Source: an optimization exercise on an open RTL-to-GDS flow (aim: a short achievable clock period and few clock cycles). Production flows keep margins and buffers that such runs may drop.
Function was checked by simulation only, so behaviour that the tests miss may differ from the original.

the previous run:
## cpu
module cpu (
    input  logic        clk, n_rst,
    input  logic        RESET, IRQ,
    input  logic [31:0] ID,
    input  logic [31:0] MRD,
    output logic [31:0] IA,
    output logic [31:0] MWD,
    output logic [31:0] MA,
    output logic        MWR, MOE
);
assign MOE = 1'b1;
localparam int NB = 8;              
localparam int BW = 32;
logic [31:0] ia_F, pcn_F;
logic [NB-1:0] btb_v;
logic [BW-1:0] btb_tag [NB];
logic [BW-1:0] btb_tgt [NB];
logic [1:0]    btb_cnt [NB];
logic [2:0]    btb_rr;
logic        valid_E;
logic [31:0] a_E, b_E, c_E, pc4_E, ptgt_E;
logic [BW-1:0] pc_E;
logic [15:0] lit_E;
logic        ptk_E;
logic [4:0]  rc_E;
logic        we_E, ld_E, st_E, beq_E, bne_E, jmp_E, ctl_E, ill_E;
logic        r_add_E, r_cmp_E, r_bool_E, r_sh_E, r_link_E;
logic        sub_E;
logic [1:0]  cfn_E;      
logic [1:0]  sfn_E;      
logic [1:0]  bfn_E;      
logic        fa_m_E, fb_m_E, fc_m_E;  
logic        cm_E;                     
logic        we_M, ldf_M;
logic [4:0]  rc_M;
logic [31:0] y_M, ma_M, sd_M;
logic        mwr_M;
logic        bupd_M, btk_M;
logic [BW-1:0] bpc_M;
logic [31:0] btgt_M;
logic        we_W, ldf_W;
logic [4:0]  rc_W;
logic [31:0] y_W;
logic        we_X, ldf_X;
logic [4:0]  rc_X;
logic [31:0] y_X, ld_X;
  ...
export LEC_CHECK = 0
export CAP_MARGIN = 20
export CORE_MARGIN = 2
export CORE_UTILIZATION = 40
export PLACE_DENSITY = 0.45
export SETUP_SLACK_MARGIN = 5
export SLEW_MARGIN = 20
export SYNTH_HIERARCHICAL = 1
export SYNTH_MINIMUM_KEEP_SIZE = 0
create_clock -name core_clock -period 10.5 [get_ports {clk}]
standard.sh (not shown) runs the stock make flow with config.mk's settings and CLKGATE_MAP_FILE= SYNTH_SCRIPT=/design/flow/synth_recipe.tcl, a recipe that flattens the netlist after the stock synthesis.
==> flow/flow/run.sh <==
#!/bin/bash
set -euo pipefail
MARGIN=7.5
bash standard.sh synth > log_1_synth.txt 2>&1
bash standard.sh SETUP_SLACK_MARGIN=$MARGIN finish > log_2_layout.txt 2>&1
Testbench counts of the previous run, summed over its fixed seeds: cycles 75,428.
[inputs] the current run vs the previous run
--- a/flow/design.v
+++ b/flow/design.v
@@ -51,17 +51,12 @@
 localparam int NP = 4;
 logic [NP-1:0] pt_v;
 logic [10:0]   pt_tag [NP];
 logic [31:0]   pt_last [NP];
 logic [31:0]   pt_pred [NP];
 logic [1:0]    pt_cnf [NP];
-logic [31:0]   pt_pdat [NP];
-logic [1:0]    pt_pcnf [NP];
-logic [15:0]   lit_M, lit_W, lit_X;
-logic          pupd_W, pupd_X;
-logic [NP-1:0] pidx_W, pidx_X;
 logic [1:0]    pt_rr;
 logic          early_E, ldo_E, early_M, pupd_M;
 logic [31:0]   pa_M;               
 logic [10:0]   ppc_M;
 logic [31:0] pc_F;
 assign pc_F = ~pcn_F;
@@ -292,14 +287,14 @@
 logic          pcnf_F, memE, early_d;
 always_comb begin
     pcnf_F  = 1'b0;
     ppred_F = 32'b0;
     for (int i = 0; i < NP; i++) begin
         phit_F[i] = pt_v[i] & (pt_tag[i] == {pc_F[31], pc_F[11:2]});
-        pcnf_F  = pcnf_F | (phit_F[i] & (pt_cnf[i][1] | pt_pcnf[i][1]));
-        ppred_F = ppred_F | ({32{phit_F[i]}} & (pt_pcnf[i][1] ? pt_pdat[i] : pt_pred[i]));
+        pcnf_F  = pcnf_F | (phit_F[i] & pt_cnf[i][1]);
+        ppred_F = ppred_F | ({32{phit_F[i]}} & pt_pred[i]);
     end
 end
 assign memE    = valid_E & (st_E | (ld_E & ~early_E));
 assign early_d = is_ld & pcnf_F & ~memE;
 logic [NP-1:0] phit_M;
 logic [31:0]   ppred_n [NP];
@@ -310,51 +305,32 @@
     end
 always_ff @(posedge clk) begin
     for (int i = 0; i < NP; i++) begin
         if (pupd_M & phit_M[i]) begin
             pt_cnf[i]  <= (y_M != pt_pred[i]) ? 2'b00 :
                           ((pt_cnf[i] == 2'b11) ? 2'b11 : pt_cnf[i] + 2'd1);
-            pt_pcnf[i] <= (y_M != pt_pdat[i]) ? 2'b00 :
-                          ((pt_pcnf[i] == 2'b11) ? 2'b11 : pt_pcnf[i] + 2'd1);
             pt_last[i] <= y_M;
             pt_pred[i] <= ppred_n[i];
         end else if (pupd_M & ~(|phit_M) & (pt_rr == 2'(i))) begin
             pt_tag[i]  <= ppc_M;
             pt_cnf[i]  <= 2'b00;
-            pt_pcnf[i] <= 2'b00;
             pt_last[i] <= y_M;
             pt_pred[i] <= y_M;
         end
     end
 end
-logic [NP-1:0] pidx_M;
-logic [31:0]   pdat_n;
-always_comb begin
-    pidx_M = phit_M;
-    if (~(|phit_M))
-        for (int i = 0; i < NP; i++) pidx_M[i] = (pt_rr == 2'(i));
-end
-assign pdat_n = wd_X + {{16{lit_X[15]}}, lit_X};
-always_ff @(posedge clk)
-    for (int i = 0; i < NP; i++)
-        if (pupd_X & pidx_X[i])
-            pt_pdat[i] <= pdat_n;
-        else if (pupd_M & ~(|phit_M) & (pt_rr == 2'(i)))
-            pt_pdat[i] <= ~y_M;         
 always_ff @(posedge clk, negedge n_rst) begin
     if (~n_rst) begin
         ia_F    <= 32'b0;
         pcn_F   <= 32'hFFFF_FFFF;
         pcb_F   <= 32'hFFFF_FFFF;
         valid_E <= 1'b0;
         we_M    <= 1'b0;
         mwr_M   <= 1'b0;
         bupd_M  <= 1'b0;
         pupd_M  <= 1'b0;
-        pupd_W  <= 1'b0;
-        pupd_X  <= 1'b0;
         early_M <= 1'b0;
         pt_v    <= '0;
         pt_rr   <= 2'b0;
         we_W    <= 1'b0;
         we_X    <= 1'b0;
         irq_r   <= 1'b0;
@@ -367,14 +343,12 @@
         pcn_F   <= ~npc;
         pcb_F   <= npc;
         valid_E <= ~stall & ~redirect;
         we_M    <= vE & ~reset_r & (irq_sel | we_E);
         pupd_M  <= vE & ~reset_r & ~irq_sel & ldo_E;
         early_M <= vE & ~reset_r & ~irq_sel & early_E;
-        pupd_W  <= pupd_M & ~lflM;
-        pupd_X  <= pupd_W;
         if (pupd_M & ~(|phit_M)) begin
             pt_v[pt_rr] <= 1'b1;
             pt_rr       <= pt_rr + 2'd1;
         end
         mwr_M   <= exec_E & st_E;
         bupd_M  <= exec_E & ctl_E;
@@ -444,17 +418,12 @@
     rc_M   <= irq_sel ? 5'd30 : rc_E;
     ldf_M  <= ld_E & ~irq_sel;
     y_M    <= res;
     ma_M   <= early_d ? ppred_F : sum;
     ppc_M  <= {pc_E[31], pc_E[11:2]};
     pa_M   <= ma_M;
-    lit_M  <= lit_E;
-    lit_W  <= lit_M;
-    pidx_W <= pidx_M;
-    lit_X  <= lit_W;
-    pidx_X <= pidx_W;
     sd_M   <= sd;
     btk_M  <= br_tk | jmp_E;
     bpc_M  <= pc_E;
     btgt_M <= ctgt;
     rc_W  <= rc_M;
     ldf_W <= ldf_M & ~eok;               
==> run notes <==
- The current run completed; timing, DRC and antenna clean
- Diff the current run..the previous run | number of stages on the worst hold path | unchanged
- Core utilization of the finished layout, the current run and the previous run: smaller value in the current run
- The current run vs. the previous run: total stage count of the critical path went down by 4.
- Compared to the previous run, the current run has shortest clock period the worst path allows after layout 33 ps lower.
- What the current run reported for area taken by multi-input logic gates has to be multiplied by 1.12 to get the figure for the previous run.
- Initial antenna violation count, the current run vs the previous run: down by more than a quarter
- In the flow results for the current run and the previous run, the final instance area is smaller on the current run.
- Lower post-CTS setup-driven buffer insertion count was reported by the current run, not the previous run.
- The current run vs. the previous run: post-route worst setup slack higher, cell count lost 9.0%.
- The current run vs the previous run: via count down by a little under 10%
Testbench counts of the current run, summed over its fixed seeds: cycles 76,525.

==> what the ideal ports hide <==
Ports are ideal in the flow. The routed layouts listed here were re-timed in OpenROAD.
Step 1, drivers: a clkbuf_16 drives clk and a buf_2 each remaining input, both assumed.
Step 2 adds t to the input delays and takes it off the output delays; t is the mean of the earliest and latest rising clock arrival at the registers after step 1. Input paths then give back, and output paths get back, about the clock's delay inside the block.
Slacks: ideal / step 1 / step 2; pairs: ideal / step 1.
run	shift t [ns]	slack for setup (ns)	worst hold slack (ns)	worst slew at a driven data input, ns	cell pins on the clock port's net
the previous run	1.107	6.473 / 6.473 / 5.446	0.316 / 0.316 / 0.316	0.25	1
the current run	1.078	6.506 / 6.541 / 5.487	0.308 / 0.308 / 0.308	0.26	1
After both steps setup and hold are still met in every run listed. The setup slack of the previous run, which loses most, moves by 0.000 ns with the drivers and by -1.027 ns with both steps.
